Background: an optimization exercise with open tools, aiming at small area, a short achievable clock period and few clock cycles. Do not read the settings as production practice.
RTL that was checked went through simulation tests only; none was proved equivalent to the original.
Function not checked in runs 3 to 5: the RTL went through the layout flow alone.
Power and IR drop assume default switching activity.

[design.v]
module mest_pro_ctrlr(
    input  clk,
    input  i_reset_n,
    input  i_start,
    input  i_redirect,
    input  i_halt,
    output o_start,
    output reg o_run,
    output reg o_issue,
    output reg o_all_done
);
reg  halted;
wire start = i_start & ~o_run & ~halted & ~o_all_done;
assign o_start = start;
always @(posedge clk or negedge i_reset_n)
begin
    if (~i_reset_n) begin
        o_run      <= 1'b0;
        o_issue    <= 1'b0;
        halted     <= 1'b0;
        o_all_done <= 1'b0;
    end else begin
        o_run      <= start | (o_run & ~i_halt);
        o_issue    <= start | (o_run & ~i_halt & ~i_redirect);
        halted     <= i_halt;
        o_all_done <= halted;
    end
end
endmodule
module mest_pro_fetch(
    input  clk,
    input  i_reset_n,
    input  i_run,
    input  i_start,
    input  i_halt,
    input  i_jmp,
    input  i_ret,
    input  [7:0] i_const_K,
    output [15:0] o_prog_counter
);
reg [15:0] pc;
reg [15:0] ret_pc;
wire [15:0] pc_inc = pc + 16'd1;
always @(posedge clk or negedge i_reset_n)
begin
    if (~i_reset_n) begin
        pc     <= 16'd0;
        ret_pc <= 16'd0;
    end else begin
        if (i_jmp)
            ret_pc <= pc;
        if (~i_run)
            pc <= {15'd0, i_start};
        else if (i_jmp)
            pc <= {8'd0, i_const_K};
        else if (i_ret)
            pc <= ret_pc;
        else if (i_halt)
            pc <= 16'd0;
        else
            pc <= pc_inc;
    end
end
assign o_prog_counter = pc;
endmodule
module mest_pro_decode(
    input  clk,
    input  i_reset_n,
    input  i_issue,
    input  [27:0] i_instr,
    output reg o_valid,
    output reg o_s0,
    output reg o_cin,
    output reg [7:0] o_a,
    output reg [7:1] o_bm,
    output reg [8:0] o_y
);
wire [3:0] op = i_instr[27:24];
wire [7:0] a  = i_instr[15:8];
wire [7:0] b  = i_instr[7:0];
wire       mul = (op == 4'd2);
reg [7:0] x;
reg [8:0] y;
always @(*)
begin
    x = 8'd0;
    y = 9'd0;
    case (op)
    4'd0: begin x = a; y = {1'b0, b}; end
    4'd1: begin x = a; y = ~{1'b0, b}; end
    4'd2: x = a;
    4'd3: x = a & b;
    4'd4: x = a | b;
    4'd5: x = {1'b0, a[7:1]};
    4'd6: begin x = {a[6:0], 1'b0}; y = {a[7], 8'd0}; end
    4'd7: begin x = ~a; y = {1'b1, 8'd0}; end
    default: ;
    endcase
end
always @(posedge clk or negedge i_reset_n)
begin
    if (~i_reset_n)
        o_valid <= 1'b0;
    else
        o_valid <= i_issue;
end
always @(posedge clk)
begin
    o_s0  <= mul ? b[0] : 1'b1;
    o_bm  <= mul ? b[7:1] : 7'd0;
    o_cin <= (op == 4'd1);
    o_a   <= x;
    o_y   <= y;
end
endmodule
module mest_pro_exec(
    input  clk,
    input  i_reset_n,
    input  i_valid,
    input  i_s0,
    input  i_cin,
    input  [7:0] i_a,
    input  [7:1] i_bm,
    input  [8:0] i_y,
    output reg o_valid_result,
    output reg [7:0] o_result,
    output reg o_carry,
    output reg o_zero_flag
);
wire p_1 = i_y[0] ^ i_cin ^ (i_a[0] & i_s0);
wire p_2 = (i_y[0] & i_cin) | ((i_a[0] & i_s0) & (i_y[0] ^ i_cin));
wire p_3 = (i_a[1] & i_s0) ^ ((i_a[0] & i_bm[1]) | i_y[1]) ^ p_2;
wire p_4 = ((i_a[1] & i_s0) & ((i_a[0] & i_bm[1]) | i_y[1])) | (p_2 & ((i_a[1] & i_s0) ^ ((i_a[0] & i_bm[1]) | i_y[1])));
wire p_5 = (i_a[2] & i_s0) ^ (i_a[0] & i_bm[2]) ^ ((i_a[1] & i_bm[1]) | i_y[2]);
wire p_6 = ((i_a[2] & i_s0) & (i_a[0] & i_bm[2])) | (((i_a[1] & i_bm[1]) | i_y[2]) & ((i_a[2] & i_s0) ^ (i_a[0] & i_bm[2])));
wire p_7 = p_5 ^ p_4;
wire p_8 = p_5 & p_4;
wire p_9 = (i_a[3] & i_s0) ^ (i_a[1] & i_bm[2]) ^ (i_a[0] & i_bm[3]);
wire p_10 = ((i_a[3] & i_s0) & (i_a[1] & i_bm[2])) | ((i_a[0] & i_bm[3]) & ((i_a[3] & i_s0) ^ (i_a[1] & i_bm[2])));
wire p_11 = ((i_a[2] & i_bm[1]) | i_y[3]) ^ p_6 ^ p_9;
wire p_12 = (((i_a[2] & i_bm[1]) | i_y[3]) & p_6) | (p_9 & (((i_a[2] & i_bm[1]) | i_y[3]) ^ p_6));
wire p_13 = p_11 ^ p_8;
wire p_14 = p_11 & p_8;
wire p_15 = (i_a[4] & i_s0) ^ (i_a[2] & i_bm[2]) ^ (i_a[1] & i_bm[3]);
wire p_16 = ((i_a[4] & i_s0) & (i_a[2] & i_bm[2])) | ((i_a[1] & i_bm[3]) & ((i_a[4] & i_s0) ^ (i_a[2] & i_bm[2])));
wire p_17 = (i_a[5] & i_s0) ^ (i_a[3] & i_bm[2]);
wire p_18 = (i_a[5] & i_s0) & (i_a[3] & i_bm[2]);
wire p_19 = (i_a[6] & i_s0) ^ (i_a[4] & i_bm[2]) ^ (i_a[3] & i_bm[3]);
wire p_20 = ((i_a[6] & i_s0) & (i_a[4] & i_bm[2])) | ((i_a[3] & i_bm[3]) & ((i_a[6] & i_s0) ^ (i_a[4] & i_bm[2])));
wire p_21 = (i_a[7] & i_s0) ^ (i_a[5] & i_bm[2]) ^ (i_a[4] & i_bm[3]);
wire p_22 = ((i_a[7] & i_s0) & (i_a[5] & i_bm[2])) | ((i_a[4] & i_bm[3]) & ((i_a[7] & i_s0) ^ (i_a[5] & i_bm[2])));
wire p_23 = (i_a[3] & i_bm[4]) ^ (i_a[2] & i_bm[5]);
wire p_24 = (i_a[3] & i_bm[4]) & (i_a[2] & i_bm[5]);
wire p_25 = (i_a[6] & i_bm[2]) ^ (i_a[5] & i_bm[3]) ^ (i_a[4] & i_bm[4]);
wire p_26 = ((i_a[6] & i_bm[2]) & (i_a[5] & i_bm[3])) | ((i_a[4] & i_bm[4]) & ((i_a[6] & i_bm[2]) ^ (i_a[5] & i_bm[3])));
wire p_27 = (i_a[3] & i_bm[5]) ^ (i_a[2] & i_bm[6]);
wire p_28 = (i_a[3] & i_bm[5]) & (i_a[2] & i_bm[6]);
wire p_29 = (i_a[0] & i_bm[4]) ^ ((i_a[3] & i_bm[1]) | i_y[4]) ^ p_10;
wire p_30 = ((i_a[0] & i_bm[4]) & ((i_a[3] & i_bm[1]) | i_y[4])) | (p_10 & ((i_a[0] & i_bm[4]) ^ ((i_a[3] & i_bm[1]) | i_y[4])));
wire p_31 = (i_a[2] & i_bm[3]) ^ (i_a[1] & i_bm[4]) ^ (i_a[0] & i_bm[5]);
wire p_32 = ((i_a[2] & i_bm[3]) & (i_a[1] & i_bm[4])) | ((i_a[0] & i_bm[5]) & ((i_a[2] & i_bm[3]) ^ (i_a[1] & i_bm[4])));
wire p_33 = ((i_a[4] & i_bm[1]) | i_y[5]) ^ p_17;
wire p_34 = ((i_a[4] & i_bm[1]) | i_y[5]) & p_17;
wire p_35 = (i_a[2] & i_bm[4]) ^ (i_a[1] & i_bm[5]) ^ (i_a[0] & i_bm[6]);
wire p_36 = ((i_a[2] & i_bm[4]) & (i_a[1] & i_bm[5])) | ((i_a[0] & i_bm[6]) & ((i_a[2] & i_bm[4]) ^ (i_a[1] & i_bm[5])));
wire p_37 = ((i_a[5] & i_bm[1]) | i_y[6]) ^ p_18 ^ p_19;
wire p_38 = (((i_a[5] & i_bm[1]) | i_y[6]) & p_18) | (p_19 & (((i_a[5] & i_bm[1]) | i_y[6]) ^ p_18));
wire p_39 = (i_a[1] & i_bm[6]) ^ (i_a[0] & i_bm[7]) ^ ((i_a[6] & i_bm[1]) | i_y[7]);
wire p_40 = ((i_a[1] & i_bm[6]) & (i_a[0] & i_bm[7])) | (((i_a[6] & i_bm[1]) | i_y[7]) & ((i_a[1] & i_bm[6]) ^ (i_a[0] & i_bm[7])));
wire p_41 = p_23 ^ p_20 ^ p_21;
wire p_42 = (p_23 & p_20) | (p_21 & (p_23 ^ p_20));
wire p_43 = (i_a[1] & i_bm[7]) ^ ((i_a[7] & i_bm[1]) | i_y[8]) ^ p_24;
wire p_44 = ((i_a[1] & i_bm[7]) & ((i_a[7] & i_bm[1]) | i_y[8])) | (p_24 & ((i_a[1] & i_bm[7]) ^ ((i_a[7] & i_bm[1]) | i_y[8])));
wire p_45 = p_27 ^ p_22 ^ p_25;
wire p_46 = (p_27 & p_22) | (p_25 & (p_27 ^ p_22));
wire p_47 = p_15 ^ p_29;
wire p_48 = p_15 & p_29;
wire p_49 = p_16 ^ p_31 ^ p_33;
wire p_50 = (p_16 & p_31) | (p_33 & (p_16 ^ p_31));
wire p_51 = p_32 ^ p_35 ^ p_34;
wire p_52 = (p_32 & p_35) | (p_34 & (p_32 ^ p_35));
wire p_53 = p_36 ^ p_39 ^ p_38;
wire p_54 = (p_36 & p_39) | (p_38 & (p_36 ^ p_39));
wire p_55 = p_40 ^ p_43 ^ p_42;
wire p_56 = (p_40 & p_43) | (p_42 & (p_40 ^ p_43));
reg [18:0] q;
reg v1;
always @(posedge clk)
begin
    q[0] <= p_1;
    q[1] <= p_3;
    q[2] <= p_7;
    q[3] <= p_13;
    q[4] <= p_12;
    q[5] <= p_14;
    q[6] <= p_47;
    q[7] <= p_30;
    q[8] <= p_49;
    q[9] <= p_48;
    q[10] <= p_37;
    q[11] <= p_51;
    q[12] <= p_50;
    q[13] <= p_41;
    q[14] <= p_53;
    q[15] <= p_52;
    q[16] <= p_45;
    q[17] <= p_55;
    q[18] <= p_54;
end
wire s_1 = q[4] ^ q[5];
wire s_2 = q[4] & q[5];
wire s_3 = q[7] ^ q[8] ^ q[9];
wire s_4 = (q[7] & q[8]) | (q[9] & (q[7] ^ q[8]));
wire s_5 = q[10] ^ q[11] ^ q[12];
wire s_6 = (q[10] & q[11]) | (q[12] & (q[10] ^ q[11]));
wire s_7 = q[13] ^ q[14] ^ q[15];
wire s_8 = (q[13] & q[14]) | (q[15] & (q[13] ^ q[14]));
wire s_9 = q[16] ^ q[17] ^ q[18];
wire s_10 = (q[16] & q[17]) | (q[18] & (q[16] ^ q[17]));
wire [4:0] fx, fy;
assign fx[0] = q[6];
assign fx[1] = s_3;
assign fx[2] = s_5;
assign fx[3] = s_7;
assign fx[4] = s_9;
assign fy[0] = s_1;
assign fy[1] = s_2;
assign fy[2] = s_4;
assign fy[3] = s_6;
assign fy[4] = s_8;
wire [4:0] ag = fx & fy;
wire [4:0] ap = fx ^ fy;
wire ag0_1 = ag[1] | (ap[1] & ag[0]);
wire ap0_1 = ap[1] & ap[0];
wire ag0_3 = ag[3] | (ap[3] & ag[2]);
wire ap0_3 = ap[3] & ap[2];
wire ag1_2 = ag[2] | (ap[2] & ag0_1);
wire ap1_2 = ap[2] & ap0_1;
wire ag1_3 = ag0_3 | (ap0_3 & ag0_1);
wire ap1_3 = ap0_3 & ap0_1;
wire ag2_4 = ag[4] | (ap[4] & ag1_3);
wire ap2_4 = ap[4] & ap1_3;
wire [4:0] rh = {ap[4] ^ ag1_3, ap[3] ^ ag1_2, ap[2] ^ ag0_1, ap[1] ^ ag[0], ap[0]};
wire       zh = ((fx ^ fy) == {fx[3:0] | fy[3:0], 1'b0});
wire [8:0] r = {rh, {q[3], q[2], q[1], q[0]}};
wire       zero = zh & ~(|{q[3], q[2], q[1], q[0]});
always @(posedge clk or negedge i_reset_n)
begin
    if (~i_reset_n) begin
        v1             <= 1'b0;
        o_valid_result <= 1'b0;
    end else begin
        v1             <= i_valid;
        o_valid_result <= v1;
    end
end
always @(posedge clk)
begin
    o_result    <= r[7:0];
    o_carry     <= r[8];
    o_zero_flag <= zero;
end
endmodule
module mest_pro#(
    parameter OP_CODE_SIZE     = 4,
    parameter INSTRUCTION_SIZE = OP_CODE_SIZE + 8 + 8 + 8,
    parameter ROM_DEPTH = 65536
)(
    input clk,
    input i_reset_n,
    input i_start,
    output [$clog2(ROM_DEPTH)-1  :0] o_prog_counter,
    input [INSTRUCTION_SIZE-1    :0] i_instruction,
    output [8-1 :0] o_result,
    output o_valid_result,
    output o_carry,
    output o_zero_flag,
    output o_all_done
);
wire       issue;       
wire       run;         
wire       start;
wire [3:0] op   = i_instruction[27:24];
wire       is_jmp  = issue & (op == 4'd8);
wire       is_ret  = issue & (op == 4'd9);
wire       is_halt = issue & (op == 4'd15);
wire       x_s0, x_cin;
wire [7:0] x_a;
wire [7:1] x_bm;
wire [8:0] x_y;
wire       x_valid;
mest_pro_ctrlr u_ctrlr(
    .clk        (clk),
    .i_reset_n  (i_reset_n),
    .i_start    (i_start),
    .i_redirect (is_jmp | is_ret),
    .i_halt     (is_halt),
    .o_start    (start),
    .o_run      (run),
    .o_issue    (issue),
    .o_all_done (o_all_done)
);
mest_pro_fetch u_fetch(
    .clk            (clk),
    .i_reset_n      (i_reset_n),
    .i_run          (run),
    .i_start        (start),
    .i_halt         (is_halt),
    .i_jmp          (is_jmp),
    .i_ret          (is_ret),
    .i_const_K      (i_instruction[23:16]),
    .o_prog_counter (o_prog_counter)
);
mest_pro_decode u_decode(
    .clk        (clk),
    .i_reset_n  (i_reset_n),
    .i_issue    (issue),
    .i_instr    (i_instruction),
    .o_valid    (x_valid),
    .o_s0       (x_s0),
    .o_cin      (x_cin),
    .o_a        (x_a),
    .o_bm       (x_bm),
    .o_y        (x_y)
);
mest_pro_exec u_exec(
    .clk            (clk),
    .i_reset_n      (i_reset_n),
    .i_valid        (x_valid),
    .i_s0           (x_s0),
    .i_cin          (x_cin),
    .i_a            (x_a),
    .i_bm           (x_bm),
    .i_y            (x_y),
    .o_valid_result (o_valid_result),
    .o_result       (o_result),
    .o_carry        (o_carry),
    .o_zero_flag    (o_zero_flag)
);
endmodule
[flow/run.sh]
#!/bin/bash
# Layout: the standard synthesis, then the standard ORFS steps with plain
# buffers (not delay cells) on the ports and free resizing.
set -euo pipefail
bash standard.sh synth > synth.log 2>&1
bash standard.sh BUFFER_PORTS_ARGS="-buffer_cell sky130_fd_sc_hd__buf_1" MATCH_CELL_FOOTPRINT=0 finish > layout.log 2>&1
[standard.sh]
#!/bin/bash
# synth_recipe.tcl (not shown) runs the flow's synth.tcl, then flattens the netlist and writes it again
# the make line also repeats each setting of config.mk as NAME=value (left out here)
make -C /OpenROAD-flow-scripts/flow DESIGN_CONFIG=/design/flow/config.mk WORK_HOME=/design/flow/orfs CLKGATE_MAP_FILE= SYNTH_SCRIPT=/design/flow/synth_recipe.tcl "${@:-finish}"
[config.mk]
export PLATFORM = sky130hd
export DESIGN_NAME = mest_pro
export DESIGN_NICKNAME = mest_pro
export VERILOG_FILES = /design/flow/design.v
export SDC_FILE = /design/flow/constraint.sdc
export NUM_CORES = 4
export LEC_CHECK = 0
export ABC_AREA = 1
export CAP_MARGIN = 20
export CORE_MARGIN = 2
export CORE_UTILIZATION = 60
export CTS_BUF_LIST = sky130_fd_sc_hd__clkbuf_8
export SETUP_SLACK_MARGIN = 2.95
export SLEW_MARGIN = 20
[constraint.sdc]
create_clock -name core_clock -period 5.0 [get_ports {clk}]
set_input_delay 1.0000 -clock core_clock [delete_from_list [all_inputs] [get_ports {clk}]]
set_output_delay 1.0000 -clock core_clock [all_outputs]
set_load 0.01 [all_outputs]
==> results of run 1 <==
==> timing repair <==
item,in CTS,in global routing
gates resized for setup,13,20
pin swaps,4,8
setup endpoints to repair,29,42
setup buffers,1,5
==> report_power, final <==
part           switching (µW)  internal (µW)
sequential               84.6            851
clock                     259            283
combinational             219            133
==> Yosys cell counts (3+ instances only) <==
cell type	n
nand2_1	169
inv_1	89
dfxtp_1	55
dfrtp_1	39
nor2_1	33
nand3_1	27
o21ai_0	26
fa_1	22
ha_1	16
a21oi_1	14
o21ai_1	13
xor2_1	9
xnor2_1	8
nand4_1	6
o211ai_1	6
a21o_1	5
clkbuf_1	5
inv_2	5
o21ai_2	4
buf_2	3
nor2_4	3
nor3_4	3
o2111ai_1	3
==> registers in the layout, indices dropped and copies added, names as in the netlist, 7 cells and up <==
signal / flops
u_fetch.pc: 16
u_fetch.ret_pc: 16
u_decode.o_y: 9
u_decode.o_bm: 7
u_decode.o_a: 8
u_exec.q: 19
u_exec.o_result: 8
==> cell type report <==
class,count,area [µm²]
inverter,95,362
clock inverter,7,96.3
sequential,94,2100
clock buffer,9,124
timing repair buffer,64,294
multi-input combinational,375,2310
tap,102,128
fill,663,2310
==> through the flow <==
step | setup slack, ns | cells | area, µm² | utilization | hold slack [ns]
finish | 2.94 | 746 | 5420 | 0.701 | 0.355
global route | 2.85 | 746 | 5420 | 0.701 | 0.366
CTS | 2.94 | 741 | 5300 | 0.686 | 0.357
detailed placement | 2.54 | 724 | 5050 | 0.654 | 0.335
global placement | 2.60 | 724 | 5050 | 0.654 | 0.331
floorplan | 2.95 | 575 | 4770 | - | 0.331
==> worst reg2reg max path, delay by kind of cell, from the launching register on <==
kind,cells,cell delay (ns)
adders and majority gates,3,1.33
DFF,1,0.32
xor gates and xnor gates,1,0.17
buffers and inverters,2,0.11
==> routing by layer <==
layer / part of all wire / up-vias
met4: 0.014 / 0
met2: 0.46 / 91
met1: 0.49 / 1716
met3: 0.041 / 12
li1: - / 1910
met5: 0 / -
==> final timing paths <==
kind	startpoint	end	slack, ns	depth (start not counted)
worst min register to register	u_decode.o_valid$_DFF_PN0_	u_exec.v1$_DFF_PN0_	0.36	0
worst max-delay path	u_exec.q[9]$_DFF_P_	u_exec.o_result[7]$_DFF_P_	2.94	6
worst min-delay path	u_decode.o_valid$_DFF_PN0_	u_exec.v1$_DFF_PN0_	0.36	0
max in group asynchronous	i_reset_n	u_fetch.pc[2]$_DFF_PN0_	3.67	1
worst max register to register	u_exec.q[9]$_DFF_P_	u_exec.o_result[7]$_DFF_P_	2.94	6
min in group asynchronous	i_reset_n	u_fetch.pc[14]$_DFF_PN0_	0.74	1
==> cell families (layout without fill, tap and decap cells) <==
group	count (synthesis)	after routing	share of synthesized area
AO/OA/AOI/OAI	71	71	0.0858
XOR/XNOR	17	17	0.0312
adder cells (fa/ha/maj)	38	38	0.134
buffers and inverters	106	175	0.0886
flip-flops	94	94	0.435
AND/OR/NAND/NOR	249	249	0.225
==> run summary, run 1 <==
* 40 — largest net degree at the start of global routing
* 0.388 — global routing met2 resource utilization
* 58 — quantity of I/O buffers inserted on ports
* 0.000168 V — worst voltage drop across the vdd grid
* 0 — final setup violation count
* clkbuf_8 — root cell of the clock tree
* 59 — Top-Level Pins
* dfxtp_1 — dominant register cell in the synthesized netlist
* 9630 µm — wirelength, routed
* 31 — count of unique library cells instantiated by Yosys
* 5.00 — drt via density
* 8.30 µm² — post-synthesis area per instance
* true — RSZ-0062 raised after global routing
* 0.109 — share of layout cells above drive strength 1
* 5 — router iterations before antenna repair
* register — endpoint type of the worst setup path
* 13.5% — signed area change from the synthesized netlist to the final layout
* 0.415 — proportion of synthesized flip-flops having asynchronous set or reset
* 0.846 — Final Wtd Congestion
* 0.231 — area share of the largest cell type after synthesis
* 0.0419 — GR Util met3
* nand2_1 — most common library cell in the layout ignoring fill and taps
* 94 — #FFs+latches synth
* fa_1 — highest-delay cell along the critical path
* no timing/DRC/antenna violations — result of the run
* 708 — fin nets
* 2 — worst-path fanout max
* 5.23 ns — data required time of the critical path
* 16800 µm — wire length of the first global-routing pass
* 0.57 ns — Critical Path Max Stage Delay
* 0.617 — effective utilization at floorplan
* 166 x nand2_1, 88 x inv_1, 56 x buf_1 — commonest cells after routing, fill and taps aside
* 0.435 — sequential element share of the synthesized area
* 0.00773 mm² — core region area
* 486 MHz — f_max
* built — clock tree from TritonCTS
* 0.246 — overall routing resource usage
* dfxtp_1 — leading area contributor after synthesis
* 93.2 µm — y dimension of the die
* 3593 — number of global-route vias before repair
* 9 — clock buffers created by TritonCTS
* 0 — number of endpoints with negative hold slack in the final report
* 0.0136 ns — Clock Skews
* register — sort of element at the start of the critical path
* 2 — clock tree buffer depth
* reg -> reg — class of the most critical hold timing path
* 3 — H-tree levels
* 0 — maxcap violations
* 0 — final max-slew violation count
* 2.06 ns — minimum clock period
* 0 — DRC viols
* 0.411 — share of the clock period used by the worst path
* 93.2 µm — horizontal extent of the die
* 0 — initial antenna violation count
* 0.35 ns — insertion delay of the later-clocked pin in the worst-skew pair
* 2 — crit path buf inv count
* 0.358 — global-route met1 utilization
* dfxtp_1 23%, dfrtp_1 20%, nand2_1 13%, fa_1 9.2%, inv_1 7.0% — Area contributors post-synth
* 0.09 ns — CTS clk-pin slew, worst paths
* 0 — Post-synth EDFFs
* inv_1, fa_1, inv_2, fa_2, fa_2, xor2_1 — ordered cell list for the critical path
* 7280 µm — HPWL after DPL
* met2 — grt peak-use layer
* 0.431 — worst slew margin relative to its limit
* reg -> reg — Worst Path Class, Setup
* 266 — Detailed Route Iter0 Violations
* 2.29 ns — Worst EP arrival
* 1830 µW — overall power after layout
* 0 — total gr overflow
* 94 — clock net sink count
* fa_2 — library cell appearing most often on the critical path
* 0 — antenna diode instance count
* 0 ns — TNS Setup
* 0 — hold_buf cts
* 32 — number of placement rows
* 0 — remaining antenna violation count
* 0.00868 mm² — Die ar.
* 0.00477 mm² — Cell Area, Synth
* 338 mW/mm² — power per unit of standard cell area
* 4 — number of synthesis warnings
* 644 — synthesized net count
* 0.853 ns — measured slew at the worst slew-check pin
* 12.9 µm — routed wirelength normalized by instance count
* 0.00269 µW — leakage power
* adder cells — CP top delay family
* 3729 — total via count after detailed routing
* 575 — Gate Count Post-Synth
Testbench counts, summed over its fixed seeds: cycles 7,274.
==> run 2: changes to the inputs <==
--- a/config.mk
+++ b/config.mk
@@ -11,4 +11,4 @@
 export CORE_UTILIZATION = 60
 export CTS_BUF_LIST = sky130_fd_sc_hd__clkbuf_8
-export SETUP_SLACK_MARGIN = 2.95
+export SETUP_SLACK_MARGIN = 2.9
 export SLEW_MARGIN = 20
==> run 2 against run 1 <==
Effect of this change:
- sequential cell count did not move
- non-clock buffer count fell by 4
- critical path depth rose by 2
- cell count fell by 0.54%
- critical endpoint is now u_exec.q[17]$_DFF_P_
==> run summary, run 2 <==
* 3636 — number of global-route vias before repair, +1.2%
* clkbuf_8 — root cell of the clock tree
* u_exec.q x19, u_fetch.pc x16, u_fetch.ret_pc x16 — biggest regs
* register — endpoint type of the worst setup path
* 5.10 — drt via density, +2.1%
* 10.8% — signed area change from the synthesized netlist to the final layout
* 32 — number of placement rows, unchanged
* 6 — worst-path fanout max, +4
* 5.25 ns — data required time of the critical path, +0.02 ns
* 724 — post-placement cell count, unchanged
* 94 — #FFs+latches synth, unchanged
* 0.372 — global routing met2 resource utilization, -0.0157
* 0.348 — global-route met1 utilization, -0.0103
* 169 x nand2_1, 89 x inv_1, 55 x dfxtp_1 — synth cell count leaders
* 12.9 µm — routed wirelength normalized by instance count, -0.23%
* 0.00477 mm² — Cell Area, Synth, unchanged
* no timing/DRC/antenna violations — result of the run
* 0 — maxcap violations, unchanged
* 59 — Top-Level Pins, unchanged
* 9550 µm — wirelength, routed, -0.77%
* 7 — router iterations before antenna repair, +2
* 2.05 ns — minimum clock period, -0.00482 ns
* 2.95 ns — post-route worst setup slack, +0.00482 ns
* 0 — Post-synth EDFFs, unchanged
* dfxtp_1 23%, dfrtp_1 20%, nand2_1 13%, fa_1 9.2%, inv_1 7.0% — Area contributors post-synth
* 0.617 — effective utilization at floorplan, unchanged
* 2.30 ns — Worst EP arrival, about the same
* 0.0134 ns — Clock Skews, -0.000265 ns
* 324 mW/mm² — power per unit of standard cell area, -4.1%
* nand2_1 — cell with the most instances after synthesis
* 7330 µm — HPWL after DPL, +0.70%
* 0.411 — share of the clock period used by the worst path, -0.000964
* true — RSZ-0062 raised after global routing
* 575 — Gate Count Post-Synth, unchanged
* 0.000148 V — worst voltage drop across the vdd grid, -12%
* 0.239 — overall routing resource usage, -0.00765
* 2.53 ns — placement-stage worst setup slack, -0.00801 ns
* 0 — final setup violation count, unchanged
* 704 — fin nets, -0.56%
* 0.35 ns — insertion delay of the later-clocked pin in the worst-skew pair, about the same
* 216 — Detailed Route Iter0 Violations, -19%
* 0.684 — utilization after layout, -0.0168
* 0 — hold_buf cts, unchanged
* 487 MHz — f_max, +0.23%
* 0.434 — worst slew margin relative to its limit, +0.00248
* 19 — max reg flops, unchanged
* dfxtp_1 — leading area contributor after synthesis
* 644 — synthesized net count, unchanged
* u_exec.q — Largest Register
* 93.2 µm — y dimension of the die, unchanged
* 58 — quantity of I/O buffers inserted on ports, unchanged
* 0 ns — TNS Setup, unchanged
* 0.00263 µW — leakage power, -2.2%
* 94 — clock net sink count, unchanged
* 0.0314 — GR Util met3, -0.0105
* 0.09 ns — CTS clk-pin slew, worst paths, about the same
* 0 — final max-slew violation count, unchanged
* 2 — clock tree buffer depth, unchanged
* 169 x nand2_1, 89 x inv_1, 56 x buf_1 — commonest cells after routing, fill and taps aside
* 31 — count of unique library cells instantiated by Yosys, unchanged
* register — sort of element at the start of the critical path
* 0.850 ns — measured slew at the worst slew-check pin, -0.00372 ns
* reg -> reg — Worst Path Class, Setup
* 0.435 — sequential element share of the synthesized area, unchanged
* 0.00773 mm² — core region area, unchanged
* 0 — remaining antenna violation count, unchanged
* 742 — non-filler cells, final, -0.54%
* dfxtp_1 — dominant register cell in the synthesized netlist
* nand2_1 — most common library cell in the layout ignoring fill and taps
* 0 — DRC viols, unchanged
* 3787 — total via count after detailed routing, +1.6%
* built — clock tree from TritonCTS
* 0.354 ns — worst hold slack after final layout, -0.00156 ns
* 40 — largest net degree at the start of global routing, unchanged
* 3 — H-tree levels, unchanged
* 0 — total gr overflow, unchanged
* 0.0797 — share of layout cells above drive strength 1, -0.0290
* 9 — clock buffers created by TritonCTS, unchanged
* 4 — number of synthesis warnings, unchanged
* 0.829 — Final Wtd Congestion, -2.0%
* 0.415 — proportion of synthesized flip-flops having asynchronous set or reset, unchanged
* 16400 µm — wire length of the first global-routing pass, -2.6%
* met2 — grt peak-use layer
* reg -> reg — class of the most critical hold timing path
* 8.30 µm² — post-synthesis area per instance, unchanged
* 93.2 µm — horizontal extent of the die, unchanged
* 0 — number of endpoints with negative hold slack in the final report, unchanged
* 0.231 — area share of the largest cell type after synthesis, unchanged
* 0 — antenna diode instance count, unchanged
* 0.00868 mm² — Die ar., unchanged
* 0 — initial antenna violation count, unchanged
==> run 2: cell counts after synthesis <==
Identical to the previous run, type by type.
==> run 2: logic make-up (layout without fill, tap and decap cells) <==
group / Yosys count / count (layout) / synth area share
adder cells (fa/ha/maj): 38 / 38 / 0.134
flip-flops: 94 / 94 / 0.435
XOR/XNOR: 17 / 17 / 0.0312
AND/OR/NAND/NOR: 249 / 249 / 0.225
buffers and inverters: 106 / 171 / 0.0886
AO/OA/AOI/OAI: 71 / 71 / 0.0858
==> run 2: per-layer routing <==
metal,vias up,wire length (µm)
met5,-,0
met4,0,147
met3,15,420
met2,107,4350
met1,1765,4630
li1,1900,-
==> run 2: path summary, 6_finish.rpt <==
path                                             from                  endpoint  slack, ns  cells after the start
max                          u_decode.o_s0$_SDFF_PN1_      u_exec.q[17]$_DFF_P_       2.95                      8
min                        u_decode.o_valid$_DFF_PN0_       u_exec.v1$_DFF_PN0_       0.35                      0
max reg2reg                  u_decode.o_s0$_SDFF_PN1_      u_exec.q[17]$_DFF_P_       2.95                      8
min reg2reg                u_decode.o_valid$_DFF_PN0_       u_exec.v1$_DFF_PN0_       0.35                      0
max in group asynchronous                   i_reset_n   u_ctrlr.o_run$_DFF_PN0_       3.71                      1
min in group asynchronous                   i_reset_n  u_fetch.pc[14]$_DFF_PN0_       0.74                      1
==> run 2: cell type report <==
class | instances | area [µm²]
multi-input combinational | 375 | 2300
inverter | 95 | 362
clock inverter | 6 | 37.5
tap | 102 | 128
fill | 680 | 2440
timing repair buffer | 60 | 235
clock buffer | 10 | 138
sequential | 94 | 2090
==> run 2: worst max-delay path: stages (launching register included) <==
cell,delay (ns)
dfxtp_4,0.39
nand2_1,0.08
fa_1,0.53
inv_1,0.05
fa_2,0.34
xnor2_1,0.14
xnor2_1,0.20
xor2_1,0.16
inv_1,0.06
==> run 2: stage by stage <==
stage          area [µm²]  total power (µW)
6_report             5290              1710
3_5_place_dp         5050              1280
3_3_place_gp         5050              1270
5_1_grt              5290              1820
4_1_cts              5240              1720
2_1_floorplan        4770              1160
==> run 2: what timing repair did <==
| action | in CTS | in global routing |
|---|---|---|
| endpoints found under the hold margin | 0 | 0 |
| setup endpoints to repair | 7 | 23 |
| buffers inserted | 0 | 2 |
| resized for setup | 5 | 13 |
| pin swaps | 0 | 3 |
==> run 2: power breakdown <==
part | switching [µW] | total [µW] | internal [µW] | leakage, µW
registers | 84.9 | 935 | 850 | 0.000971
clock network | 253 | 445 | 192 | 0.0000873
logic | 215 | 333 | 117 | 0.00158
==> run 3: changes to the inputs <==
--- a/design.v
+++ b/design.v
@@ -33,5 +33,4 @@
     input  i_run,
     input  i_start,
-    input  i_halt,
     input  i_jmp,
     input  i_ret,
@@ -56,6 +55,4 @@
         else if (i_ret)
             pc <= ret_pc;
-        else if (i_halt)
-            pc <= 16'd0;
         else
             pc <= pc_inc;
@@ -80,4 +77,5 @@
 wire [7:0] b  = i_instr[7:0];
 wire       mul = (op == 4'd2);
+wire       shl = (op == 4'd6);
 reg [7:0] x;
 reg [8:0] y;
@@ -93,5 +91,5 @@
     4'd4: x = a | b;
     4'd5: x = {1'b0, a[7:1]};
-    4'd6: begin x = {a[6:0], 1'b0}; y = {a[7], 8'd0}; end
+    4'd6: x = a;
     4'd7: begin x = ~a; y = {1'b1, 8'd0}; end
     default: ;
@@ -107,6 +105,6 @@
 always @(posedge clk)
 begin
-    o_s0  <= mul ? b[0] : 1'b1;
-    o_bm  <= mul ? b[7:1] : 7'd0;
+    o_s0  <= mul ? b[0] : ~shl;
+    o_bm  <= mul ? b[7:1] : {6'd0, shl};
     o_cin <= (op == 4'd1);
     o_a   <= x;
@@ -306,5 +304,4 @@
     .i_run          (run),
     .i_start        (start),
-    .i_halt         (is_halt),
     .i_jmp          (is_jmp),
     .i_ret          (is_ret),
==> run 3 against run 2 <==
Effect of this change:
- synthesized cell count increased by 4.0%
- global-route usage increased by 0.80 points
- clock-buffer cell count increased by 2
- core utilization increased by 1.9 points
- fmax decreased by 2.2%
- critical endpoint unchanged
==> run summary, run 3 <==
* 476 MHz — f_max, -2.2%
* 2.90 ns — worst reg-to-reg setup slack, -0.05 ns
* 9990 µm — wirelength, routed, +4.6%
* 94 — #FFs+latches synth, unchanged
* 59 — Top-Level Pins, unchanged
* 0.973 ns — measured slew at the worst slew-check pin, +0.123 ns
* 5 — router iterations before antenna repair, -2
* 5.25 ns — data required time of the critical path, about the same
* 0 — final max-slew violation count, unchanged
* 205 — Detailed Route Iter0 Violations, -5.1%
* 32 — count of unique library cells instantiated by Yosys, +3.2%
* 733 — fin nets, +4.1%
* 0 — DRC viols, unchanged
* 0.00478 mm² — Cell Area, Synth, +0.24%
* 0 ns — TNS Setup, unchanged
* 10 — Register-to-Register Path Depth, +2
* 0.000169 V — worst voltage drop across the vdd grid, +14%
* 16800 µm — wire length of the first global-routing pass, +2.6%
* 156 x nand2_1, 95 x inv_1, 55 x dfxtp_1 — synth cell count leaders
* 0.415 — proportion of synthesized flip-flops having asynchronous set or reset, unchanged
* nand2_1 — most common library cell in the layout ignoring fill and taps
* 40 — largest net degree at the start of global routing, unchanged
* 0 — final setup violation count, unchanged
* 0 — antenna diode instance count, unchanged
* 94 — clock net sink count, unchanged
* dfxtp_1 — dominant register cell in the synthesized netlist
* 0 — remaining antenna violation count, unchanged
* u_exec.q[17]$_DFF_P_ — endpoint of the worst setup timing path
* adder cells — CP top delay family
* 58 — quantity of I/O buffers inserted on ports, unchanged
* 3643 — number of global-route vias before repair, +0.19%
* 0 — maxcap violations, unchanged
* 0.703 — utilization after layout, +0.0193
* 8.00 µm² — post-synthesis area per instance, -3.6%
* dfxtp_1 — leading area contributor after synthesis
* 13.0 µm — routed wirelength normalized by instance count, +0.66%
* u_decode.o_s0$_DFF_P_ — reg2reg start
* 0.09 ns — CTS clk-pin slew, worst paths, about the same
* register — endpoint type of the worst setup path
* u_decode.o_s0$_DFF_P_ — worst setup path start
* 2030 µW — overall power after layout, +19%
* reg -> reg — class of the most critical hold timing path
* 0 — number of endpoints with negative hold slack in the final report, unchanged
* nand2_1 — library cell appearing most often on the critical path
* 0.351 — worst slew margin relative to its limit, -0.0822
* 7 — worst-path fanout max, +1
* 3951 — total via count after detailed routing, +4.3%
* 667 — synthesized net count, +3.6%
* nand2_1 — cell with the most instances after synthesis
* 5.12 — drt via density, +0.41%
* 13.7% — signed area change from the synthesized netlist to the final layout
* 0 — initial antenna violation count, unchanged
* true — RSZ-0062 raised after global routing
* reg -> reg — Worst Path Class, Setup
* 2 — clock tree buffer depth, unchanged
* 0.00773 mm² — core region area, unchanged
* fa_1 — highest-delay cell along the critical path
* 19 — max reg flops, unchanged
* 93.3 µm — y dimension of the die, +0.11%
* 0.230 — area share of the largest cell type after synthesis, -0.000543
* 2 — crit path buf inv count, unchanged
* 154 x nand2_1, 93 x inv_1, 55 x buf_1 — commonest cells after routing, fill and taps aside
* 9 — clock buffers created by TritonCTS, unchanged
* 0.00870 mm² — Die ar., +0.23%
* u_exec.q[17]$_DFF_P_ — destination of the worst register-to-register timing path
* 598 — Gate Count Post-Synth, +4.0%
* 0.619 — effective utilization at floorplan, +0.00146
* 0.00276 µW — leakage power, +4.7%
* u_exec.q — Largest Register
* 0 — total gr overflow, unchanged
* 0 — Post-synth EDFFs, unchanged
* dfxtp_1 23%, dfrtp_1 20%, nand2_1 12%, fa_1 9.2%, inv_1 7.5% — Area contributors post-synth
* 2.35 ns — Worst EP arrival, +0.05 ns
* 93.3 µm — horizontal extent of the die, +0.11%
* 0.0125 ns — Clock Skews, -0.000823 ns
* 0.55 ns — Critical Path Max Stage Delay, +0.02 ns
* 32 — number of placement rows, unchanged
* 0.898 — Final Wtd Congestion, +8.3%
* 3 — H-tree levels, unchanged
* clkbuf_8 — root cell of the clock tree
* u_exec.q x19, u_fetch.pc x16, u_fetch.ret_pc x16 — biggest regs
* 0.0852 — share of layout cells above drive strength 1, +0.00551
* 10 — total number of cells along the worst setup path, +2
* 673 — total of fill cells in the finished design, -1.0%
* 0.434 — sequential element share of the synthesized area, -0.00103
* register — sort of element at the start of the critical path
* 2.10 ns — minimum clock period, +0.0468 ns
* 0.420 — share of the clock period used by the worst path, +0.00937
* 0.35 ns — insertion delay of the later-clocked pin in the worst-skew pair, about the same
* no timing/DRC/antenna violations — result of the run
* 374 mW/mm² — power per unit of standard cell area, +15%
* 4 — number of synthesis warnings, unchanged
* built — clock tree from TritonCTS
* nand2_2, fa_1, inv_2, fa_2, xnor2_2, or2_4, nand2_1, nand2_1, nand2_1, inv_1 — ordered cell list for the critical path
* 0.246 — overall routing resource usage, +0.00796
* 7370 µm — HPWL after DPL, +0.51%
==> run 3: cell types whose count changed after synthesis, moves of 4 or more <==
cell | previous run | this run
nor2_1 | 33 | 52
o21ai_0 | 26 | 44
nand2_1 | 169 | 156
inv_1 | 89 | 95
buf_2 | 3 | 8
o211ai_1 | 6 | 2
o21ai_2 | 4 | 0
==> run 3: how the worst min path moves through the flow <==
stage,start,end,cells after the start,slack (ns)
floorplan,u_exec.q[0]$_DFF_P_,u_exec.o_result[0]$_DFF_P_,0,0.33
global placement,u_decode.o_valid$_DFF_PN0_,u_exec.v1$_DFF_PN0_,0,0.33
detailed placement,u_decode.o_valid$_DFF_PN0_,u_exec.v1$_DFF_PN0_,0,0.34
CTS,u_decode.o_valid$_DFF_PN0_,u_exec.v1$_DFF_PN0_,0,0.36
global route,u_decode.o_valid$_DFF_PN0_,u_exec.v1$_DFF_PN0_,0,0.37
finish,u_exec.v1$_DFF_PN0_,u_exec.o_valid_result$_DFF_PN0_,0,0.36
==> run 3: timing repair <==
action                     4_1_cts  5_1_grt
gates resized for setup         17        8
hold buffers                     0        0
buffers inserted                 5        4
setup endpoints to repair       35       25
pin swaps                        5        5
==> run 3: cells by family (layout without fill, tap and decap cells) <==
group,Yosys count,count (layout),share of synthesized area
compound gates,81,81,0.0897
flops,94,94,0.434
buf+inv,110,181,0.0900
simple gates,262,262,0.228
xor+xnor,13,13,0.0238
fa+ha+maj,38,38,0.134
==> run 3: worst reg2reg max path: cells and delay by family (launching register included) <==
| kind | cells | cell delay [ns] |
|---|---|---|
| adder cells (fa/ha/maj) | 2 | 0.90 |
| AND/OR/NAND/NOR | 5 | 0.49 |
| flip-flops | 1 | 0.40 |
| XOR/XNOR | 1 | 0.15 |
| buffers and inverters | 2 | 0.08 |
==> run 3: report_power, final <==
| part | switching (µW) | leakage, µW | internal [µW] |
|---|---|---|---|
| registers | 133 | 0.000962 | 902 |
| clock network | 252 | 0.000113 | 274 |
| logic | 288 | 0.00168 | 183 |
==> run 3: per-layer routing <==
layer	GRT usage	share of wire
met2	0.375	0.45
met1	0.352	0.47
met4	0.0907	0.017
met3	0.0459	0.065
met5	0	0
==> run 3: stage by stage <==
step / instances / instance area, µm² / setup WS [ns] / hold slack [ns]
after global routing: 771 / 5440 / 2.83 / 0.369
after CTS: 767 / 5370 / 2.91 / 0.357
after global placement: 746 / 5070 / 1.97 / 0.332
final: 771 / 5440 / 2.90 / 0.356
after detailed placement: 746 / 5070 / 1.89 / 0.336
after floorplan: 598 / 4790 / 2.93 / 0.331
==> run 3: area by class of cell <==
type | instances | area [µm²] | share of cell area
multi-input combinational | 394 | 2330 | 0.428
sequential | 94 | 2090 | 0.385
inverter | 97 | 368 | 0.0677
timing repair buffer | 68 | 300 | 0.0552
clock buffer | 12 | 165 | 0.0304
tap | 102 | 128 | 0.0235
clock inverter | 4 | 52.6 | 0.00967
==> run 4: changes to the inputs <==
--- a/config.mk
+++ b/config.mk
@@ -11,4 +11,4 @@
 export CORE_UTILIZATION = 60
 export CTS_BUF_LIST = sky130_fd_sc_hd__clkbuf_8
-export SETUP_SLACK_MARGIN = 2.9
+export SETUP_SLACK_MARGIN = 2.95
 export SLEW_MARGIN = 20
==> run 4 against run 3 <==
Effect of this change:
- still clean on timing, DRC and antenna
- core utilization rose by 0.47 points
- setup slack improved by 0.038 ns
- worst hold slack got worse by 0.0022 ns
- area after synthesis did not move
- first-iteration DRC count fell by 23%
- sequential cell count did not move
- clock-buffer cell count fell by 1
- largest cell class unchanged
==> run summary, run 4 <==
* no timing/DRC/antenna violations — result of the run
* 32 — number of placement rows, unchanged
* nand2_1 — most common library cell in the layout ignoring fill and taps
* 598 — Gate Count Post-Synth, unchanged
* u_decode.o_a[4]$_DFF_P_ — reg2reg start
* 0.230 — area share of the largest cell type after synthesis, unchanged
* 5.25 ns — data required time of the critical path, about the same
* 2.06 ns — minimum clock period, -0.0380 ns
* built — clock tree from TritonCTS
* 0.412 — share of the clock period used by the worst path, -0.00760
* 58 — quantity of I/O buffers inserted on ports, unchanged
* 0 ns — TNS Setup, unchanged
* fa_1 — highest-delay cell along the critical path
* 0.36 ns — insertion delay of the later-clocked pin in the worst-skew pair, about the same
* 0.09 ns — CTS clk-pin slew, worst paths, about the same
* 2 — worst-path fanout max, -5
* 7350 µm — HPWL after DPL, -0.25%
* 0 — final setup violation count, unchanged
* nand2_2, fa_1, inv_2, fa_2, xnor2_2, or2_4, nand2_2, nand2_1, nand2_1, inv_1 — ordered cell list for the critical path
* true — RSZ-0062 raised after global routing
* 746 — post-placement cell count, unchanged
* 0.54 ns — Critical Path Max Stage Delay, about the same
* 2 — clock tree buffer depth, unchanged
* 1.92 ns — placement-stage worst setup slack, +0.0286 ns
* dfxtp_1 23%, dfrtp_1 20%, nand2_1 12%, fa_1 9.2%, inv_1 7.5% — Area contributors post-synth
* 8.00 µm² — post-synthesis area per instance, unchanged
* u_exec.q x19, u_fetch.pc x16, u_fetch.ret_pc x16 — biggest regs
* 734 — fin nets, +0.14%
* 0 — final max-slew violation count, unchanged
* 0.899 — Final Wtd Congestion, +0.20%
* 5 — router iterations before antenna repair, unchanged
* 0.00773 mm² — core region area, unchanged
* 0 — total gr overflow, unchanged
* 0.00870 mm² — Die ar., unchanged
* dfxtp_1 — leading area contributor after synthesis
* 2.94 ns — post-route worst setup slack, +0.0380 ns
* 0.416 — worst slew margin relative to its limit, +0.0650
* 158 — Detailed Route Iter0 Violations, -23%
* 0 — maxcap violations, unchanged
* 3887 — total via count after detailed routing, -1.6%
* 94 — #FFs+latches synth, unchanged
* 0.109 — share of layout cells above drive strength 1, +0.0238
* 93.3 µm — horizontal extent of the die, unchanged
* register — sort of element at the start of the critical path
* 0.000191 V — worst voltage drop across the vdd grid, +13%
* 0.415 — proportion of synthesized flip-flops having asynchronous set or reset, unchanged
* 32 — count of unique library cells instantiated by Yosys, unchanged
* 485 MHz — f_max, +1.8%
* u_decode.o_a[4]$_DFF_P_ — worst setup path start
* 156 x nand2_1, 95 x inv_1, 55 x dfxtp_1 — synth cell count leaders
* 9 — clock buffers created by TritonCTS, unchanged
* 16800 µm — wire length of the first global-routing pass, -0.21%
* 13.0 µm — routed wirelength normalized by instance count, about the same
* 0.00277 µW — leakage power, +0.22%
* 370 mW/mm² — power per unit of standard cell area, -0.96%
* 19 — max reg flops, unchanged
* 40 — largest net degree at the start of global routing, unchanged
* 93.3 µm — y dimension of the die, unchanged
* 59 — Top-Level Pins, unchanged
* 0.247 — overall routing resource usage, +0.000471
* reg -> reg — Worst Path Class, Setup
* 0 — antenna diode instance count, unchanged
* 3621 — number of global-route vias before repair, -0.60%
* 3 — H-tree levels, unchanged
* 4 — number of synthesis warnings, unchanged
* register — endpoint type of the worst setup path
* 2.31 ns — Worst EP arrival, -0.04 ns
* 0.354 ns — worst hold slack after final layout, -0.00218 ns
* u_decode.o_valid$_DFF_PN0_ — beginning of the worst hold path
* reg -> reg — class of the most critical hold timing path
* 14.4% — signed area change from the synthesized netlist to the final layout
* dfxtp_1 — dominant register cell in the synthesized netlist
* 0 — remaining antenna violation count, unchanged
* 0.875 ns — measured slew at the worst slew-check pin, -0.0975 ns
* 772 — non-filler cells, final, +0.13%
* 0.434 — sequential element share of the synthesized area, unchanged
* 0.00478 mm² — Cell Area, Synth, unchanged
* 94 — clock net sink count, unchanged
* 151 x nand2_1, 92 x inv_1, 53 x buf_1 — commonest cells after routing, fill and taps aside
* 0 — DRC viols, unchanged
* 0 — Post-synth EDFFs, unchanged
* 0 — number of endpoints with negative hold slack in the final report, unchanged
* 0 — initial antenna violation count, unchanged
* clkbuf_8 — root cell of the clock tree
* 5.03 — drt via density, -1.7%
* 0.0164 ns — Clock Skews, +0.00386 ns
* 10000 µm — wirelength, routed, +0.17%
* 0.619 — effective utilization at floorplan, unchanged
* 667 — synthesized net count, unchanged
* nand2_1 — cell with the most instances after synthesis
* 2030 µW — overall power after layout, -0.30%
* u_exec.q — Largest Register
==> run 4: cell types whose count changed in the layout (fill, tap and decap cells not counted), sizes merged <==
cell  delta
inv      +1
==> run 4: final cells by class <==
cell class | count | area (µm²)
clock buffers | 11 | 151
clock inverters | 5 | 57.6
fillers | 637 | 2260
inverters | 97 | 368
multi-input cells | 394 | 2340
flip-flops and latches | 94 | 2100
well taps | 102 | 128
repair buffers | 69 | 323
==> run 4: power breakdown <==
group | internal (µW) | switching [µW]
clock network | 259 | 257
registers | 903 | 134
logic | 186 | 286
total | 1350 | 677
==> run 4: repair_timing <==
action	CTS	global route
buffers inserted	6	4
pin swaps	7	6
gates resized for setup	20	20
hold buffers	0	0
setup endpoints to repair	36	29
==> run 4: worst max-delay path: cells and delay by family (launching register included) <==
family / cells / cell delay [ns]
simple gates: 5 / 0.47
xor+xnor: 1 / 0.15
flops: 1 / 0.36
buf+inv: 2 / 0.10
fa+ha+maj: 2 / 0.89
==> run 4: metal layers <==
metal | up-vias | routed length (µm) | GRT usage
li1 | 1977 | - | -
met4 | 0 | 148 | 0.0944
met5 | - | 0 | 0
met2 | 104 | 4400 | 0.377
met1 | 1794 | 4970 | 0.358
met3 | 12 | 487 | 0.0355
==> run 4: logic make-up after synthesis <==
group	synth area share
adders and majority gates	0.134
DFF	0.434
buffers and inverters	0.0900
AOI/OAI and AO/OA	0.0897
xor gates and xnor gates	0.0238
and+or+nand+nor	0.228
==> run 4: through the flow <==
step	util	cell area, µm²
after floorplan	-	4790
after global placement	0.657	5070
after detailed placement	0.657	5070
after CTS	0.698	5400
after global routing	0.708	5470
final	0.708	5470
==> run 4: final timing paths <==
path / end / slack (ns) / cells past startpoint
min in group asynchronous: u_fetch.ret_pc[12]$_DFFE_PN0P_ / 0.75 / 1
hold / removal: u_exec.v1$_DFF_PN0_ / 0.35 / 0
setup / recovery: u_exec.q[17]$_DFF_P_ / 2.94 / 10
setup reg to reg: u_exec.q[17]$_DFF_P_ / 2.94 / 10
max in group asynchronous: u_fetch.pc[2]$_DFF_PN0_ / 3.65 / 1
hold reg to reg: u_exec.v1$_DFF_PN0_ / 0.35 / 0
==> run 5: changes to the inputs <==
--- a/design.v
+++ b/design.v
@@ -33,4 +33,5 @@
     input  i_run,
     input  i_start,
+    input  i_halt,
     input  i_jmp,
     input  i_ret,
@@ -55,4 +56,6 @@
         else if (i_ret)
             pc <= ret_pc;
+        else if (i_halt)
+            pc <= 16'd0;
         else
             pc <= pc_inc;
@@ -77,5 +80,4 @@
 wire [7:0] b  = i_instr[7:0];
 wire       mul = (op == 4'd2);
-wire       shl = (op == 4'd6);
 reg [7:0] x;
 reg [8:0] y;
@@ -91,5 +93,5 @@
     4'd4: x = a | b;
     4'd5: x = {1'b0, a[7:1]};
-    4'd6: x = a;
+    4'd6: begin x = {a[6:0], 1'b0}; y = {a[7], 8'd0}; end
     4'd7: begin x = ~a; y = {1'b1, 8'd0}; end
     default: ;
@@ -105,6 +107,6 @@
 always @(posedge clk)
 begin
-    o_s0  <= mul ? b[0] : ~shl;
-    o_bm  <= mul ? b[7:1] : {6'd0, shl};
+    o_s0  <= mul ? b[0] : 1'b1;
+    o_bm  <= mul ? b[7:1] : 7'd0;
     o_cin <= (op == 4'd1);
     o_a   <= x;
@@ -150,36 +152,35 @@
 wire p_23 = (i_a[3] & i_bm[4]) ^ (i_a[2] & i_bm[5]);
 wire p_24 = (i_a[3] & i_bm[4]) & (i_a[2] & i_bm[5]);
-wire p_25 = (i_a[6] & i_bm[2]) ^ (i_a[5] & i_bm[3]) ^ (i_a[4] & i_bm[4]);
-wire p_26 = ((i_a[6] & i_bm[2]) & (i_a[5] & i_bm[3])) | ((i_a[4] & i_bm[4]) & ((i_a[6] & i_bm[2]) ^ (i_a[5] & i_bm[3])));
-wire p_27 = (i_a[3] & i_bm[5]) ^ (i_a[2] & i_bm[6]);
-wire p_28 = (i_a[3] & i_bm[5]) & (i_a[2] & i_bm[6]);
-wire p_29 = (i_a[0] & i_bm[4]) ^ ((i_a[3] & i_bm[1]) | i_y[4]) ^ p_10;
-wire p_30 = ((i_a[0] & i_bm[4]) & ((i_a[3] & i_bm[1]) | i_y[4])) | (p_10 & ((i_a[0] & i_bm[4]) ^ ((i_a[3] & i_bm[1]) | i_y[4])));
-wire p_31 = (i_a[2] & i_bm[3]) ^ (i_a[1] & i_bm[4]) ^ (i_a[0] & i_bm[5]);
-wire p_32 = ((i_a[2] & i_bm[3]) & (i_a[1] & i_bm[4])) | ((i_a[0] & i_bm[5]) & ((i_a[2] & i_bm[3]) ^ (i_a[1] & i_bm[4])));
-wire p_33 = ((i_a[4] & i_bm[1]) | i_y[5]) ^ p_17;
-wire p_34 = ((i_a[4] & i_bm[1]) | i_y[5]) & p_17;
-wire p_35 = (i_a[2] & i_bm[4]) ^ (i_a[1] & i_bm[5]) ^ (i_a[0] & i_bm[6]);
-wire p_36 = ((i_a[2] & i_bm[4]) & (i_a[1] & i_bm[5])) | ((i_a[0] & i_bm[6]) & ((i_a[2] & i_bm[4]) ^ (i_a[1] & i_bm[5])));
-wire p_37 = ((i_a[5] & i_bm[1]) | i_y[6]) ^ p_18 ^ p_19;
-wire p_38 = (((i_a[5] & i_bm[1]) | i_y[6]) & p_18) | (p_19 & (((i_a[5] & i_bm[1]) | i_y[6]) ^ p_18));
-wire p_39 = (i_a[1] & i_bm[6]) ^ (i_a[0] & i_bm[7]) ^ ((i_a[6] & i_bm[1]) | i_y[7]);
-wire p_40 = ((i_a[1] & i_bm[6]) & (i_a[0] & i_bm[7])) | (((i_a[6] & i_bm[1]) | i_y[7]) & ((i_a[1] & i_bm[6]) ^ (i_a[0] & i_bm[7])));
-wire p_41 = p_23 ^ p_20 ^ p_21;
-wire p_42 = (p_23 & p_20) | (p_21 & (p_23 ^ p_20));
-wire p_43 = (i_a[1] & i_bm[7]) ^ ((i_a[7] & i_bm[1]) | i_y[8]) ^ p_24;
-wire p_44 = ((i_a[1] & i_bm[7]) & ((i_a[7] & i_bm[1]) | i_y[8])) | (p_24 & ((i_a[1] & i_bm[7]) ^ ((i_a[7] & i_bm[1]) | i_y[8])));
-wire p_45 = p_27 ^ p_22 ^ p_25;
-wire p_46 = (p_27 & p_22) | (p_25 & (p_27 ^ p_22));
-wire p_47 = p_15 ^ p_29;
-wire p_48 = p_15 & p_29;
-wire p_49 = p_16 ^ p_31 ^ p_33;
-wire p_50 = (p_16 & p_31) | (p_33 & (p_16 ^ p_31));
-wire p_51 = p_32 ^ p_35 ^ p_34;
-wire p_52 = (p_32 & p_35) | (p_34 & (p_32 ^ p_35));
-wire p_53 = p_36 ^ p_39 ^ p_38;
-wire p_54 = (p_36 & p_39) | (p_38 & (p_36 ^ p_39));
-wire p_55 = p_40 ^ p_43 ^ p_42;
-wire p_56 = (p_40 & p_43) | (p_42 & (p_40 ^ p_43));
+wire p_25 = (i_a[0] & i_bm[4]) ^ ((i_a[3] & i_bm[1]) | i_y[4]) ^ p_10;
+wire p_26 = ((i_a[0] & i_bm[4]) & ((i_a[3] & i_bm[1]) | i_y[4])) | (p_10 & ((i_a[0] & i_bm[4]) ^ ((i_a[3] & i_bm[1]) | i_y[4])));
+wire p_27 = (i_a[2] & i_bm[3]) ^ (i_a[1] & i_bm[4]) ^ (i_a[0] & i_bm[5]);
+wire p_28 = ((i_a[2] & i_bm[3]) & (i_a[1] & i_bm[4])) | ((i_a[0] & i_bm[5]) & ((i_a[2] & i_bm[3]) ^ (i_a[1] & i_bm[4])));
+wire p_29 = ((i_a[4] & i_bm[1]) | i_y[5]) ^ p_17;
+wire p_30 = ((i_a[4] & i_bm[1]) | i_y[5]) & p_17;
+wire p_31 = (i_a[2] & i_bm[4]) ^ (i_a[1] & i_bm[5]) ^ (i_a[0] & i_bm[6]);
+wire p_32 = ((i_a[2] & i_bm[4]) & (i_a[1] & i_bm[5])) | ((i_a[0] & i_bm[6]) & ((i_a[2] & i_bm[4]) ^ (i_a[1] & i_bm[5])));
+wire p_33 = ((i_a[5] & i_bm[1]) | i_y[6]) ^ p_18 ^ p_19;
+wire p_34 = (((i_a[5] & i_bm[1]) | i_y[6]) & p_18) | (p_19 & (((i_a[5] & i_bm[1]) | i_y[6]) ^ p_18));
+wire p_35 = (i_a[1] & i_bm[6]) ^ (i_a[0] & i_bm[7]) ^ ((i_a[6] & i_bm[1]) | i_y[7]);
+wire p_36 = ((i_a[1] & i_bm[6]) & (i_a[0] & i_bm[7])) | (((i_a[6] & i_bm[1]) | i_y[7]) & ((i_a[1] & i_bm[6]) ^ (i_a[0] & i_bm[7])));
+wire p_37 = p_23 ^ p_20 ^ p_21;
+wire p_38 = (p_23 & p_20) | (p_21 & (p_23 ^ p_20));
+wire p_39 = p_15 ^ p_25;
+wire p_40 = p_15 & p_25;
+wire p_41 = p_16 ^ p_27 ^ p_29;
+wire p_42 = (p_16 & p_27) | (p_29 & (p_16 ^ p_27));
+wire p_43 = p_28 ^ p_31 ^ p_30;
+wire p_44 = (p_28 & p_31) | (p_30 & (p_28 ^ p_31));
+wire p_45 = p_32 ^ p_35 ^ p_34;
+wire p_46 = (p_32 & p_35) | (p_34 & (p_32 ^ p_35));
+wire p_47 = (i_a[6] & i_bm[2]) ^ (i_a[5] & i_bm[3]);
+wire p_48 = (i_a[4] & i_bm[4]) ^ (i_a[3] & i_bm[5]);
+wire p_49 = (i_a[2] & i_bm[6]) ^ (i_a[1] & i_bm[7]);
+wire p_50 = ((i_a[7] & i_bm[1]) | i_y[8]) ^ p_24;
+wire p_51 = p_47 ^ p_48;
+wire p_52 = p_49 ^ p_22;
+wire p_53 = p_50 ^ p_51;
+wire p_54 = p_36 ^ p_52;
+wire p_55 = p_53 ^ p_54;
 reg [18:0] q;
 reg v1;
@@ -192,17 +193,17 @@
     q[4] <= p_12;
     q[5] <= p_14;
-    q[6] <= p_47;
-    q[7] <= p_30;
-    q[8] <= p_49;
-    q[9] <= p_48;
-    q[10] <= p_37;
-    q[11] <= p_51;
-    q[12] <= p_50;
-    q[13] <= p_41;
-    q[14] <= p_53;
-    q[15] <= p_52;
-    q[16] <= p_45;
+    q[6] <= p_39;
+    q[7] <= p_26;
+    q[8] <= p_41;
+    q[9] <= p_40;
+    q[10] <= p_33;
+    q[11] <= p_43;
+    q[12] <= p_42;
+    q[13] <= p_37;
+    q[14] <= p_45;
+    q[15] <= p_44;
+    q[16] <= p_38;
     q[17] <= p_55;
-    q[18] <= p_54;
+    q[18] <= p_46;
 end
 wire s_1 = q[4] ^ q[5];
@@ -304,4 +305,5 @@
     .i_run          (run),
     .i_start        (start),
+    .i_halt         (is_halt),
     .i_jmp          (is_jmp),
     .i_ret          (is_ret),
==> run 5 against run 4 <==
Effect of this change:
- final area is 1.2% lower
- clock power is 8.9% lower
- combinational power is 33% lower
- power is 15% lower
- via count is 1.1% lower
- clock skew is 0.0013 ns lower
- non-clock buffer count is 5 lower
- worst hold slack better by 0.0028 ns
- fmax is 3.4% higher
- setup slack better by 0.068 ns
==> run summary, run 5 <==
* dfxtp_1 23%, dfrtp_1 20%, nand2_1 15%, fa_1 9.2%, inv_1 7.1% — Area contributors post-synth
* 0.0275 — post-synthesis xor/xnor area fraction, +0.00368
* 0.853 — Final Wtd Congestion, -5.1%
* 0 — final max-slew violation count, unchanged
* 0.233 — simple-gate area share of the yosys netlist, +0.00463
* 0.618 — effective utilization at floorplan, about the same
* 0.183 — combinational share of power, -0.050
* u_exec.q — Largest Register
* 0.0859 — Compound-Gate Fraction of Synth Area, -0.00386
* 9 — clock buffers created by TritonCTS, unchanged
* 0.45 ns — Critical Path Max Stage Delay, -0.09 ns
* 0.699 — utilization after layout, -0.00874
* 2 — clock tree buffer depth, unchanged
* 178 — Detailed Route Iter0 Violations, +13%
* clkbuf_8 — root cell of the clock tree
* 3845 — total via count after detailed routing, -1.1%
* 59 — Top-Level Pins, unchanged
* 0.000150 V — worst voltage drop across the vdd grid, -21%
* 3618 — number of global-route vias before repair, -0.083%
* 40 — largest net degree at the start of global routing, unchanged
* 0.10 ns — CTS clk-pin slew, worst paths, about the same
* dfrtp_1 — highest-delay cell along the critical path
* 9710 µm — wirelength, routed, -3.0%
* reg -> reg — class of the most critical hold timing path
* 16400 µm — wire length of the first global-routing pass, -2.5%
* 658 — total of fill cells in the finished design, +3.3%
* 0.543 — fraction of power consumed by sequential logic, +0.031
* 722 — fin nets, -1.6%
* 0.00540 mm² — final std cell area, no fill, -1.2%
* built — clock tree from TritonCTS
* 3 — H-tree levels, unchanged
* dfxtp_1 — leading area contributor after synthesis
* buf_1 — ordered cell list for the critical path
* 93.2 µm — horizontal extent of the die, about the same
* 0 — remaining antenna violation count, unchanged
* nand2_1 — most common library cell in the layout ignoring fill and taps
* 4.00 ns — data required time of the critical path, -1.25 ns
* 0.399 — share of the clock period used by the worst path, -0.0136
* 5 — worst-path fanout max, +3
* 0.00773 mm² — core region area, unchanged
* output port — endpoint type of the worst setup path
* nand2_1 — cell with the most instances after synthesis
* 587 — Gate Count Post-Synth, -1.8%
* 34 — count of unique library cells instantiated by Yosys, +6.3%
* 3.01 ns — post-route worst setup slack, +0.0679 ns
* 12.8 µm — routed wirelength normalized by instance count, -1.5%
* 502 MHz — f_max, +3.4%
* 5.06 — drt via density, +0.48%
* 0.366 — worst slew margin relative to its limit, -0.0504
* 0 — initial antenna violation count, unchanged
* 656 — synthesized net count, -1.6%
* 0.951 ns — measured slew at the worst slew-check pin, +0.0755 ns
* register — sort of element at the start of the critical path
* 0 — final setup violation count, unchanged
* 0.00271 µW — leakage power, -1.9%
* 0.99 ns — Worst EP arrival, -1.32 ns
* 0 — DRC viols, unchanged
* 19 — max reg flops, unchanged
* 0.357 ns — worst hold slack after final layout, +0.00282 ns
* 0 — hold_buf cts, unchanged
* 0.415 — proportion of synthesized flip-flops having asynchronous set or reset, unchanged
* 58 — quantity of I/O buffers inserted on ports, unchanged
* 0.00508 mm² — cell area after placement, about the same
* 0.230 — area share of the largest cell type after synthesis, about the same
* 93.2 µm — y dimension of the die, about the same
* 0.0151 ns — Clock Skews, -0.00134 ns
* 2.35 ns — placement-stage worst setup slack, +0.431 ns
* dfxtp_1 — dominant register cell in the synthesized netlist
* 4 — number of synthesis warnings, unchanged
* 1150 µW — Cell Int Power, -14%
* 563 µW — switching power of the nets, -17%
* 94 — #FFs+latches synth, unchanged
* 13.1% — signed area change from the synthesized netlist to the final layout
* 1 — crit path buf inv count, -1
* 32 — number of placement rows, unchanged
* 0.0866 — share of layout cells above drive strength 1, -0.0223
* 0.239 — overall routing resource usage, -0.00825
* false — RSZ-0062 raised after global routing
* 0 — total gr overflow, unchanged
* flip-flops — CP top delay family
* 4 — router iterations before antenna repair, -1
* 7190 µm — HPWL after DPL, -2.2%
* 8.14 µm² — post-synthesis area per instance, +1.8%
* 0.00869 mm² — Die ar., about the same
* 1.99 ns — minimum clock period, -0.0679 ns
* 0.328 — switch share, -0.00636
* u_exec.q x19, u_fetch.pc x16, u_fetch.ret_pc x16 — biggest regs
* 0 — maxcap violations, unchanged
* 0 — number of endpoints with negative hold slack in the final report, unchanged
* reg -> out — Worst Path Class, Setup
* 0 — Post-synth EDFFs, unchanged
* 0 — antenna diode instance count, unchanged
* 0.00478 mm² — Cell Area, Synth, about the same
* 0 ns — TNS Setup, unchanged
* 94 — clock net sink count, unchanged
* 189 x nand2_1, 89 x inv_1, 56 x buf_1 — commonest cells after routing, fill and taps aside
* 189 x nand2_1, 91 x inv_1, 55 x dfxtp_1 — synth cell count leaders
* no timing/DRC/antenna violations — result of the run
* 318 mW/mm² — power per unit of standard cell area, -14%
* simple AND/OR/NAND/NOR gates — combinational family with the most area after synthesis
* 0.435 — sequential element share of the synthesized area, about the same
* 0.37 ns — insertion delay of the later-clocked pin in the worst-skew pair, about the same
* 0.134 — arithmetic-cell share of the synthesized area counting full adders, half adders and majority gates, about the same
* 0.274 — clock network fraction of total power, +0.019
* 0 — share of cell area taken by muxes after synthesis, unchanged
-- run 5: changes by cell type in the layout (fill, tap and decap cells not counted), sizes merged, moves of 3 or more --
| cell | previous run | this run |
|---|---|---|
| nor2 | 53 | 34 |
| buf | 65 | 62 |
| or2 | 6 | 1 |
| clkbuf | 15 | 11 |
| o21ai | 55 | 36 |
| o21bai | 1 | 5 |
| nand4 | 5 | 9 |
| nand3 | 30 | 22 |
| a21oi | 16 | 12 |
| o211ai | 2 | 6 |
| nor3 | 6 | 3 |
| nand2 | 159 | 192 |
-- run 5: final timing paths --
kind,to,from,slack (ns),cells past startpoint
worst max-delay path,o_prog_counter[7],u_fetch.pc[7]$_DFF_PN0_,3.01,1
worst min-delay path,u_exec.o_result[1]$_DFF_P_,u_exec.q[1]$_DFF_P_,0.36,0
worst max register to register,u_exec.q[14]$_DFF_P_,u_decode.o_bm[3]$_SDFF_PN0_,3.04,5
worst min register to register,u_exec.o_result[1]$_DFF_P_,u_exec.q[1]$_DFF_P_,0.36,0
max in group asynchronous,u_fetch.pc[10]$_DFF_PN0_,i_reset_n,3.58,1
min in group asynchronous,u_fetch.pc[13]$_DFF_PN0_,i_reset_n,0.77,1
-- run 5: kinds of logic (layout without fill, tap and decap cells) --
kind of cell             after synthesis  after routing
XOR/XNOR                              15             15
flip-flops                            94             94
buffers and inverters                106            176
AO/OA/AOI/OAI                         70             70
adder cells (fa/ha/maj)               38             38
AND/OR/NAND/NOR                      264            265
-- run 5: metrics by stage --
step | cells | power, µW
floorplan | 587 | 1130
global route | 760 | 1820
detailed placement | 737 | 1240
global placement | 737 | 1230
finish | 760 | 1720
CTS | 753 | 1710
-- run 5: repair_timing --
item,in CTS,in global routing
buffers inserted,0,6
endpoints found under the setup margin,23,30
pin swaps,0,3
resized for setup,4,22
gates cloned,0,1
-- run 5: layout make-up --
class,instances,area [µm²],share of cell area
clock buffers,9,124,0.0229
clock inverters,7,63.8,0.0118
inverters,96,365,0.0676
multi-input cells,388,2350,0.436
flip-flops and latches,94,2090,0.387
well taps,102,128,0.0236
repair buffers,64,278,0.0514
-- run 5: layer usage --
metal	up-vias	global-route usage	share of wire
li1	1947	-	-
met5	-	0	0
met2	125	0.372	0.45
met4	0	0.0576	0.0095
met3	11	0.0516	0.063
met1	1762	0.343	0.48
-- run 5: worst reg2reg max path, delay by kind of cell, from the launching register on --
family        cells  cell delay [ns]
fa+ha+maj         3             1.25
flops             1             0.44
simple gates      1             0.08
buf+inv           1             0.07
-- run 5: power groups by stage --
stage               Sequential, µW  Clock [µW]  Combinational [µW]
floorplan                      932           0                 195
global placement               945           0                 285
detailed placement             945           0                 297
CTS                            929         481                 300
global route                   948         515                 361
finish                         932         470                 315

[afterwards: timing with drivers on the ports]
In the flow no input, the clock included, has a driving cell. The finished layouts below were timed again as built, in two steps.
Step 1, drivers: a clkbuf_16 drives clk and a buf_2 each remaining input, both assumed.
Step 2 moves the port delays by t, midway between the first and last clock arrival at a register: inputs arrive t later, outputs are due t later. That takes back most of the time a late clock gives input paths.
Three values: ideal ports, drivers, drivers and shift; two values: the first two.
run	shift t [ns]	slack for setup (ns)	slew at the worst register clock pin (ns)
run 1	0.370	2.943 / 2.943 / 2.716	0.10 / 0.10
run 2	0.374	2.947 / 2.947 / 2.709	0.09 / 0.09
run 3	0.372	2.901 / 2.901 / 2.700	0.09 / 0.09
run 4	0.382	2.939 / 2.939 / 2.725	0.10 / 0.10
run 5	0.393	3.007 / 2.975 / 2.714	0.10 / 0.10
After both steps setup and hold are still met in every run listed. The setup slack of run 5, which loses most, moves by -0.032 ns with the drivers and by -0.293 ns with both steps.
